From an optimization exercise on the open Yosys and OpenROAD flow, aimed at a short achievable clock period and few clock cycles; shortcuts taken in it are not production practice. In this exercise RTL edits were held to simulation tests only and were not proved equivalent to the original. Power and IR drop assume default switching activity.

==> flow/design.v <==
`timescale 1ns / 1ps
module dec (
    input  [31:0] ir,
    output        rwe,       
    output        mwe,       
    output        ld,
    output        br,        
    output        bne,
    output        jmp,
    output        use_rs,
    output        use_rt,
    output [4:0]  dst,
    output [6:0]  aluop      
);
  wire [5:0] op = ir[31:26];
  wire [5:0] fn = ir[5:0];
  wire is_r    = (op == 6'b000000);
  wire is_addi = (op == 6'b001000);
  wire is_andi = (op == 6'b001100);
  wire is_lw   = (op == 6'b100011);
  wire is_sw   = (op == 6'b101011);
  wire is_beq  = (op == 6'b000100);
  wire is_bne  = (op == 6'b000101);
  assign jmp = (op == 6'b000010);
  assign rwe = is_r | is_addi | is_andi | is_lw;
  assign mwe = is_sw;
  assign ld  = is_lw;
  assign br  = is_beq | is_bne;
  assign bne = is_bne;
  assign use_rs = rwe | is_sw | br;
  assign use_rt = is_r | is_sw | br;
  assign dst = is_r ? ir[15:11] : ir[20:16];
  reg [6:0] a;
  always @* begin
    a = 7'b0;
    if (is_r) begin
      case (fn)
        6'b100000, 6'b100001: a[0] = 1'b1;
        6'b100010, 6'b100011: a[1] = 1'b1;
        6'b100101: a[3] = 1'b1;
        6'b100110: a[4] = 1'b1;
        6'b100111: a[5] = 1'b1;
        6'b101010, 6'b101011: a[6] = 1'b1;
        default: a[2] = 1'b1;
      endcase
    end else if (is_andi) a[2] = 1'b1;
    else a[0] = 1'b1;
  end
  assign aluop = a;
endmodule
module alu (
    input  [31:0] a,
    input  [31:0] b,
    input  [6:0]  op,
    output [31:0] y
);
  wire [32:0] diff = {1'b0, a} - {1'b0, b};
  assign y = ({32{op[0]}} & (a + b)) |
             ({32{op[1]}} & diff[31:0]) |
             ({32{op[2]}} & (a & b)) |
             ({32{op[3]}} & (a | b)) |
             ({32{op[4]}} & (a ^ b)) |
             ({32{op[5]}} & (a | ~b)) |
             ({31'b0, op[6] & diff[32]});
endmodule
module top (
    input         clk,
    input         rst,
    output [31:0] imem_addr,
    input  [31:0] imem_data,
    output        reg_we,
    output [ 4:0] reg_waddr,
    output [31:0] reg_wdata,
    output        mem_we,
    output [ 4:0] mem_addr,
    output [31:0] mem_wdata
);
  localparam QN = 24;   
  reg [31:0] pc;
  reg [31:0] rf[0:31];
  reg [31:0] dm[0:31];
  reg [31:0] ic_data[0:31];
  reg [31:2] ic_n[0:31];     
  reg [31:2] ic_tgt[0:31];
  reg [1:0]  ic_fl[0:31];    
  reg [31:0] ic_v;
  reg        vA, vB;             
  reg        rweA, rweB, mweA, mweB, ldA, ldB, brA, brB, bneA, bneB, prA, prB;
  reg [4:0]  dstA, dstB, immA, immB;
  reg [31:0] aA, bA, sdA, aB, bB, sdB, altA, altB;
  reg [6:0]  opA, opB;
  reg [4:0]  biA, biB;        
  reg        lateB, fLa, fLb;  
  wire [31:0] resA, resB;
  wire [31:0] pc4 = pc + 32'd4;
  wire [31:0] i0 = imem_data;
  wire [4:0] ic_idx = pc[6:2];
  wire [31:0] i1 = ic_data[ic_idx];
  wire tag1 = ic_v[ic_idx];
  wire [31:0] n1 = {ic_n[ic_idx], 2'b00};     
  wire [31:0] n1p4 = n1 + 32'd4;
  wire [31:0] tgt1 = {ic_tgt[ic_idx], 2'b00};
  wire c_rwe1 = ic_fl[ic_idx][1];
  wire c_mem1 = ic_fl[ic_idx][0];
  wire rwe0, mwe0, ld0, br0, bne0, j0, urs0, urt0;
  wire rwe1, mwe1, ld1, br1, bne1, j1, urs1, urt1;
  wire [4:0] dst0, dst1;
  wire [6:0] op0, op1;
  dec d0 (.ir(i0), .rwe(rwe0), .mwe(mwe0), .ld(ld0), .br(br0), .bne(bne0), .jmp(j0),
          .use_rs(urs0), .use_rt(urt0), .dst(dst0), .aluop(op0));
  dec d1 (.ir(i1), .rwe(rwe1), .mwe(mwe1), .ld(ld1), .br(br1), .bne(bne1), .jmp(j1),
          .use_rs(urs1), .use_rt(urt1), .dst(dst1), .aluop(op1));
  wire [4:0] rs0 = i0[25:21], rt0 = i0[20:16];
  wire [4:0] rs1 = i1[25:21], rt1 = i1[20:16];
  wire [31:0] simm0 = {{16{i0[15]}}, i0[15:0]};
  wire [31:0] simm1 = {{16{i1[15]}}, i1[15:0]};
  wire [31:0] r0a = (rweB && dstB == rs0) ? resB : (rweA && dstA == rs0) ? resA : rf[rs0];
  wire [31:0] r0b = (rweB && dstB == rt0) ? resB : (rweA && dstA == rt0) ? resA : rf[rt0];
  wire [31:0] r1a = (rweB && dstB == rs1) ? resB : (rweA && dstA == rs1) ? resA : rf[rs1];
  wire [31:0] r1b = (rweB && dstB == rt1) ? resB : (rweA && dstA == rt1) ? resA : rf[rt1];
  reg [1:0]  bc[0:31];
  reg [31:0] bv;
  wire [4:0] bi0 = pc[6:2];
  wire [4:0] bi1 = n1[6:2];
  wire bt_0 = br0 && ((rs0 == rt0) ? !bne0 : (bv[bi0] ? bc[bi0][1] : i0[15]));
  wire bt_1 = br1 && ((rs1 == rt1) ? !bne1 : (bv[bi1] ? bc[bi1][1] : i1[15]));
  wire pt1 = j1 || bt_1;
  wire pt0 = j0 || bt_0;
  wire [30:0] bsum = {pc[31:2], 1'b1} + {simm0[29:0], 1'b1};
  wire [31:0] bt0 = {bsum[30:1], 2'b00};
  wire [31:0] jt0 = {pc4[31:28], i0[25:0], 2'b00};
  wire [31:0] tgt0 = j0 ? jt0 : bt0;
  reg [4:0] qn;                        
  wire [1:0] k2 = rweA + rweB;         
  wire [5:0] qsum = qn + k2;
  wire [5:0] qn_ub = (qsum == 0) ? 6'd0 : qsum - 6'd1;
  wire room2 = (qn_ub <= QN - 1);      
  wire fla = rwe0 && urs1 && (rs1 == dst0);
  wire flb = rwe0 && urt1 && (rt1 == dst0);
  wire dep = (fla || flb) && !br1;
  wire [29:0] bx = pc[31:2], by = simm0[29:0], bs = n1[31:2];
  wire [29:0] cin = bx ^ by ^ bs;                        
  wire [29:0] cout = (bx & by) | ((bx | by) & cin);      
  wire n1_bt = cin[0] && (cin[29:1] == cout[28:0]);
  wire n1_jt = (n1 == jt0);
  wire hit1 = tag1 && (pt0 ? (j0 ? n1_jt : n1_bt) : (n1 == pc4));
  wire pair = hit1 && !dep && !(mwe0 && c_mem1) &&
              (room2 || !(rwe0 && c_rwe1));
  wire eqA = (aA == sdA);
  wire eqB = (aB == sdB);
  reg        lt_v, lt_bne, lt_pr;
  reg [31:0] lt_a, lt_b;
  reg [4:0]  lt_bi;
  reg [31:0] lt_alt;
  wire lt_tk = lt_bne ^ (lt_a == lt_b);
  wire kill2 = lt_v && (lt_tk != lt_pr);
  wire okA = vA && !kill2;             
  wire mispA = okA && brA && ((bneA ^ eqA) != prA);
  wire mispB = vB && !kill2 && brB && !lateB && ((bneB ^ eqB) != prB);
  wire misp = mispA || mispB;
  wire [31:0] alt = mispA ? altA : altB;
  wire okB = vB && !mispA && !kill2;   
  always @(posedge clk) begin
    lt_v <= !rst && okB && brB && lateB;
    lt_a <= fLa ? resA : aB;
    lt_b <= fLb ? resA : sdB;
    lt_bne <= bneB;
    lt_pr <= prB;
    lt_bi <= biB;
    lt_alt <= altB;
  end
  wire tkA = bneA ^ eqA;
  wire tkB = bneB ^ eqB;
  always @(posedge clk) begin
    if (rst) bv <= 32'b0;
    else begin
      if (lt_v) begin
        bv[lt_bi] <= 1'b1;
        if (!bv[lt_bi]) bc[lt_bi] <= lt_tk ? 2'b10 : 2'b01;
        else if (lt_tk && bc[lt_bi] != 2'b11) bc[lt_bi] <= bc[lt_bi] + 2'b01;
        else if (!lt_tk && bc[lt_bi] != 2'b00) bc[lt_bi] <= bc[lt_bi] - 2'b01;
      end
      if (okA && brA) begin
        bv[biA] <= 1'b1;
        if (!bv[biA]) bc[biA] <= tkA ? 2'b10 : 2'b01;
        else if (tkA && bc[biA] != 2'b11) bc[biA] <= bc[biA] + 2'b01;
        else if (!tkA && bc[biA] != 2'b00) bc[biA] <= bc[biA] - 2'b01;
      end
      if (okB && brB && !lateB) begin
        bv[biB] <= 1'b1;
        if (!bv[biB]) bc[biB] <= tkB ? 2'b10 : 2'b01;
        else if (tkB && bc[biB] != 2'b11) bc[biB] <= bc[biB] + 2'b01;
        else if (!tkB && bc[biB] != 2'b00) bc[biB] <= bc[biB] - 2'b01;
      end
    end
  end
  wire [31:0] next_pc = rst ? 32'd0 :
                        kill2 ? lt_alt :
                        misp ? alt :
                        pair ? (pt1 ? tgt1 : n1p4) :
                        pt0 ? tgt0 : pc4;
  wire go = !rst && !misp && !kill2;
  always @(posedge clk) begin
    pc <= next_pc;
    vA <= go;
    rweA <= go && rwe0;
    mweA <= go && mwe0;
    brA <= go && br0;
    ldA <= ld0;
    bneA <= bne0;
    prA <= bt_0;
    altA <= bt_0 ? pc4 : bt0;
    dstA <= dst0;
    immA <= i0[4:0];
    aA <= r0a;
    bA <= (rwe0 && !ld0 && i0[31:26] != 6'b000000) ? simm0 : r0b;
    sdA <= r0b;
    opA <= op0;
    vB <= go && pair;
    rweB <= go && pair && rwe1;
    mweB <= go && pair && mwe1;
    brB <= go && pair && br1;
    ldB <= ld1;
    bneB <= bne1;
    prB <= bt_1;
    biA <= bi0;
    lateB <= fla || flb;
    fLa <= fla;
    fLb <= flb;
    biB <= bi1;
    altB <= pt1 ? n1p4 : tgt1;
    dstB <= dst1;
    immB <= i1[4:0];
    aB <= r1a;
    bB <= (rwe1 && !ld1 && i1[31:26] != 6'b000000) ? simm1 : r1b;
    sdB <= r1b;
    opB <= op1;
  end
  reg        lastv;
  reg [31:0] last_pc;
  always @(posedge clk) begin
    lastv <= go;
    last_pc <= pair ? n1 : pc;
  end
  wire [4:0] fidx = last_pc[6:2];
  always @(posedge clk) begin
    if (rst) ic_v <= 32'b0;
    else if (lastv) ic_v[fidx] <= 1'b1;
    if (!rst && lastv) begin
      ic_data[fidx] <= i0;
      ic_n[fidx] <= pc[31:2];
      ic_tgt[fidx] <= tgt0[31:2];
      ic_fl[fidx] <= {rwe0, mwe0 | ld0};
    end
  end
  wire [31:0] aluA, aluB;
  alu ua (.a(aA), .b(bA), .op(opA), .y(aluA));
  alu ub (.a(aB), .b(bB), .op(opB), .y(aluB));
  wire [4:0] maA = aA[4:0] + immA;
  wire [4:0] maB = aB[4:0] + immB;
  assign resA = ldA ? dm[maA] : aluA;
  assign resB = ldB ? dm[maB] : aluB;
  wire wA = rweA && !kill2;
  wire wB = rweB && okB;
  wire sA = mweA && !kill2;
  wire sB = mweB && okB;
  wire [4:0] st_addr = sA ? maA : maB;
  wire [31:0] st_data = sA ? sdA : sdB;
  always @(posedge clk) begin
    if (wA) rf[dstA] <= resA;
    if (wB) rf[dstB] <= resB;
    if (sA || sB) dm[st_addr] <= st_data;
  end
  reg        o_rwe;
  reg [36:0] o_r;
  reg [36:0] q[0:QN-1];
  wire [36:0] eA = {dstA, resA};
  wire [36:0] eB = {dstB, resB};
  wire [1:0] k = wA + wB;
  wire [5:0] tot = qn + k;             
  wire [36:0] eAB = wA ? eA : eB;
  reg [36:0] el[0:QN];
  integer n;
  always @* begin
    for (n = 0; n < QN; n = n + 1)
      el[n] = (qn > n) ? q[n] : (qn == n) ? eAB : eB;
    el[QN] = (qn == QN) ? eAB : eB;
  end
  always @(posedge clk) begin
    if (rst) begin
      o_rwe <= 1'b0;
      qn <= 5'd0;
    end else begin
      o_rwe <= (tot != 0);
      if (tot != 0) qn <= tot - 6'd1;
      else qn <= 5'd0;
    end
    o_r <= el[0];
    for (n = 0; n < QN; n = n + 1) q[n] <= el[n + 1];
  end
  reg        o_mwe;
  reg [4:0]  o_maddr;
  reg [31:0] o_mwdata;
  always @(posedge clk) begin
    o_mwe <= (sA || sB) && !rst;
    o_maddr <= st_addr;
    o_mwdata <= st_data;
  end
  assign imem_addr = pc;
  assign reg_we    = o_rwe & ~rst;
  assign reg_waddr = o_r[36:32];
  assign reg_wdata = o_r[31:0];
  assign mem_we    = o_mwe & ~rst;
  assign mem_addr  = o_maddr;
  assign mem_wdata = o_mwdata;
endmodule
==> flow/flow/run.sh <==
#!/bin/bash
# The standard layout, with timing repair after placement aiming below the
# clock period: repair_timing works until the setup slack reaches the margin
# given here (none at floorplan, which sees no wires yet).
# Pin placement keeps rst beside reg_we and mem_we (flow/pins.tcl), and the
# port buffers are buf_8 rather than the tool's pick.
set -euo pipefail
bash standard.sh SETUP_SLACK_MARGIN=0 synth floorplan > make_floorplan.log 2>&1
bash standard.sh SETUP_SLACK_MARGIN=6.3 TNS_END_PERCENT=20 \
  PRE_IO_PLACEMENT_TCL="$PWD/flow/pins.tcl" \
  BUFFER_PORTS_ARGS="-buffer_cell sky130_fd_sc_hd__buf_8" finish > make_finish.log 2>&1
==> flow/flow/pins.tcl <==
# Keep the reset input next to the two write-enable outputs it gates, so
# the short rst -> reg_we / mem_we path does not cross the die.
set_io_pin_constraint -pin_names {reg_we rst mem_we} -group -order
==> flow/standard.sh <==
#!/bin/bash
# synth_recipe.tcl (not shown) runs the flow's synth.tcl, then flattens the netlist and writes it again
# the make line also repeats each setting of config.mk as NAME=value (left out here)
make -C /OpenROAD-flow-scripts/flow DESIGN_CONFIG=/design/flow/config.mk WORK_HOME=/design/flow/orfs CLKGATE_MAP_FILE= SYNTH_SCRIPT=/design/flow/synth_recipe.tcl "${@:-finish}"
==> flow/config.mk <==
export PLATFORM = sky130hd
export DESIGN_NAME = top
export DESIGN_NICKNAME = top
export VERILOG_FILES = /design/flow/design.v
export SDC_FILE = /design/flow/constraint.sdc
export NUM_CORES = 4
export LEC_CHECK = 0
export ABC_CLOCK_PERIOD_IN_PS = 3000
export CAP_MARGIN = 20
export CORE_MARGIN = 2
export CORE_UTILIZATION = 45
export PLACE_DENSITY = 0.6
export SETUP_SLACK_MARGIN = 5
export SLEW_MARGIN = 20
==> flow/constraint.sdc <==
create_clock -name core_clock -period 11.0 [get_ports {clk}]
set_input_delay 2.2000 -clock core_clock [delete_from_list [all_inputs] [get_ports {clk}]]
set_output_delay 2.2000 -clock core_clock [all_outputs]
set_load 0.01 [all_outputs]
==> run_results.csv <==
group,metric,value,unit
run_status,outcome,"finished clean",
timing,max_freq,194.0,MHz
logic_synthesis,synth.yosys.seq_area_share,57.22,%
clock_tree,cts.clk_slew.worst_paths,0.07,ns
logic_synthesis,synth_top_family_by_area,"multiplexers",
placement,hpwlAfterDp,727200,um
logic_synthesis,netlist_instances,23800,
global_routing,grt_pass1_vias,220900,
timing,worst_slew_pin_slew,1.326,ns
placement,place.gp.congestion,0.9715,
timing,hold_violations,0,
global_routing,track_usage,34.61,%
die,placementRows,310,
clock_tree,clkLatencyLatePin,1.23,ns
detailed_routing,drc,0,
timing,slew_violations,0,
clock_tree,cts_tree,"yes",
critical_path,required,11.98,ns
power,p_clk_share,23.2,%
power,leakage,0.1317,uW
logic_synthesis,synth-seq-cells,6607,
die,ioPinCount,142,
logic_synthesis,synthesis.area,320700,um^2
detailed_routing,via_count,236900,
timing,min_period,5.156,ns
clock_tree,clock_path_buffers,4,
clock_tree,cts_max_level,6,
clock_tree,cts_buffers,698,
logic_synthesis,synthFlopType,"edfxtp_1",
min_path,min_path_type,"register to register",
die,die_area,719500,um^2
logic_synthesis,yosys.area_share.simple,8.082,%
logic_synthesis,synth_edf_count,5120,
timing,slew_headroom,11.61,%
die,core_area,711400,um^2
detailed_routing,dr.pass1.iters,21,
critical_path,path_cells,"buf_8, or4_4, nor3_4, buf_12, mux2i_2, clkinv_2, xnor2_1, or4_4, or4b_4, nand3_4, a211oi_4, buf_12, buf_4, buf_6, o21ai_0",
detailed_routing,ant_nets,0,
global_routing,antenna_found_initial,84,
layout,area_delta_synth_final,16.72,%
global_routing,grt_max_degree,99,
die,die_h,848.3,um
layout,drive_above_1_share,23.32,%
critical_path,cpMaxStageDelayCell,"or4_4",
layout,final_cell_mix,"edfxtp_1, nand2_1, mux4_2, dfxtp_1, mux2i_1",
timing,setup_violations,0,
layout,layout_commonest_cell,"edfxtp_1",
die,die_w,848.3,um
logic_synthesis,synth-compound-area-share,9.416,%
placement,dpl_cell_area,334300,um^2
critical_path,arrival,6.14,ns
logic_synthesis,yosysWarnings,4,
logic_synthesis,syn_area_per_cell,13.48,um^2
critical_path,startpoint_type,"input port",
min_path,min_from,"altB[10]",
clock_tree,cts_root_buf,"clkbuf_16",
critical_path,critPathKind,"input port to register",
global_routing,grt_pass1_wl,1764000,um
global_routing,grt_overflow_total,0,
detailed_routing,drtIter0Drc,42270,
detailed_routing,viasPerCell,6.962,
job,drv_cap,0,
critical_path,endpoint_kind,"register",
clock_tree,clock_sinks,6607,
logic_synthesis,synth_xor_area_share,1.105,%
critical_path,slowest_delay,0.58,ns
layout,multi_input_comb_area,133400,um^2
logic_synthesis,muxShareOfSynthArea,19.18,%
timing,fin_worst_skew,0.1447,ns
logic_synthesis,synth_cell_type_count,111,
timing,rsz0062_at_grt,"true",
critical_path,critPathMaxFanout,36,
layout,seqCellArea,183600,um^2
detailed_routing,wl,1325000,um
power,p_int,60790,uW
power,sequentialPowerShare,31.1,%
layout,stdcell_area,374400,um^2
critical_path,startpoint,"imem_data[26]",
layout,fillerInstances,58430,
critical_path,reg2reg_from,"pc[2]",
power,sw_frac_of_total,41.39,%
power,switching_power,42930,uW
logic_synthesis,async_flop_share,0,%
power,power_frac_comb,45.7,%
detailed_routing,wl_per_cell,38.93,um
timing,tns,0,ns
logic_synthesis,yosys.area.top_type,"edfxtp_1",
logic_synthesis,synth_top_area_share,47.93,%
layout,final_nets,24250,
logic_synthesis,synthTopCellsByArea,"edfxtp_1, mux4_2, dfxtp_1",
placement,port_buffers,141,
logic_synthesis,synthAdderAreaFrac,1.603,%
timing,fin_crit_sh,46.87,%
logic_synthesis,syn-num-nets,24220,
power,powerDensity,277.1,nW/um^2
power,peakVddDrop,0.5400,mV
die,start_util,45.09,%
Yosys cell counts (487+ instances only):
master / count
o21ai_0: 917
dfxtp_1: 1487
mux4_2: 1977
nand3_1: 587
a211oi_1: 487
nand2_1: 3508
a21oi_1: 708
o221ai_1: 568
edfxtp_1: 5120
nor2_1: 775
mux2i_1: 1244
clkbuf_1: 1611
cell type report:
cell class                 instances  area share (%)
timing repair inverter             3        0.006350
clock inverter                   323          0.9833
antenna                           76         0.05080
inverter                         362          0.3817
tap                             9516           3.180
multi-input combinational      14650           35.64
clock buffer                     980           5.174
sequential                      6607           49.04
timing repair buffer            1511           5.545
routing by layer:
layer | wire length, um | global-route usage (%) | share of wire (%) | up-vias
met5 | 367 | 0.006612 | 0.028 | -
li1 | - | - | - | 92920
met4 | 102500 | 20.14 | 7.7 | 50
met2 | 572900 | 51.51 | 43 | 19180
met3 | 181400 | 10.17 | 14 | 4247
met1 | 467400 | 45.27 | 35 | 120500
cells by family after synthesis:
logic type	Yosys count
xor gates and xnor gates	403
and+or+nand+nor	5958
DFF	6607
AOI/OAI and AO/OA	4373
buffers and inverters	2585
muxes	3483
adders and majority gates	388
power groups by stage:
stage | combinational [uW] | clock, uW | sequential, uW
floorplan | 23900 | 0 | 32200
global placement | 37600 | 0 | 32700
detailed placement | 38100 | 0 | 32700
CTS | 41200 | 24100 | 32200
global route | 48700 | 25100 | 32400
finish | 47400 | 24100 | 32300
worst paths after layout:
path | to | slack, ns | cells after the start
min | lt_alt[10] | 0.34 | 0
max reg2reg | pc[18] | 5.94 | 23
min reg2reg | lt_alt[10] | 0.34 | 0
max | fidx[3] | 5.84 | 15
what timing repair did:
item                                     CTS  global route
endpoints found under the setup margin  5171          4144
pin swaps                                189           145
buffers inserted                         282           179
resized for setup                       1004           643
cloned                                   113           101
hold buffers                               0             0
flip-flops by register name (all words and copies together), names as in the netlist, 37 cells and up:
| name | flops |
|---|---|
| o_r | 37 |
| bc | 64 |
| ic_fl | 64 |
| rf | 1024 |
| ic_tgt | 960 |
| ic_n | 960 |
| ic_data | 1024 |
| q | 888 |
| dm | 1024 |
worst max-delay path, delay by kind of cell:
family          cells  cell delay, ns
simple gates        5            2.11
buf+inv             6            0.90
compound gates      2            0.48
mux                 1            0.25
xor+xnor            1            0.16
stage by stage:
step	util (%)	cells	total power, uW	worst slack (ns)	hold WS, ns
floorplan	-	23800	56060	3.558	0.3232
global placement	46.98	31960	70280	3.390	0.3276
detailed placement	47.00	31970	70810	3.402	0.3338
CTS	51.68	33670	97550	5.984	0.3395
global route	52.61	33970	106200	5.841	0.3542
finish	52.63	34030	103700	5.844	0.3423
Testbench counts, summed over its fixed seeds: cycles 77,805.

## afterwards: timing with drivers on the ports
No port has a modelled driver above. Below, the same layout with a new extraction and two added sets of constraints.
Step 1, drivers: a clkbuf_16 drives clk and a buf_2 each remaining input, both assumed.
Step 2 adds t to the input delays and takes it off the output delays; t is the mean of the earliest and latest rising clock arrival at the registers after step 1. Input paths then give back, and output paths get back, about the clock's delay inside the block.
Slacks: ideal ports / drivers / drivers and shift; pairs: ideal ports / drivers.
shift t [ns]: 1.306
slack for setup (ns): 5.844 / 5.846 / 4.540
hold WS [ns]: 0.342 / 0.342 / 0.342
latest minus earliest clock arrival (ns): 0.150 / 0.150
cell pins on the clock port's net: 1
After both steps setup and hold are still met in this run. For this run, drivers alone change the setup slack by +0.002 ns; drivers and shift together by -1.304 ns.
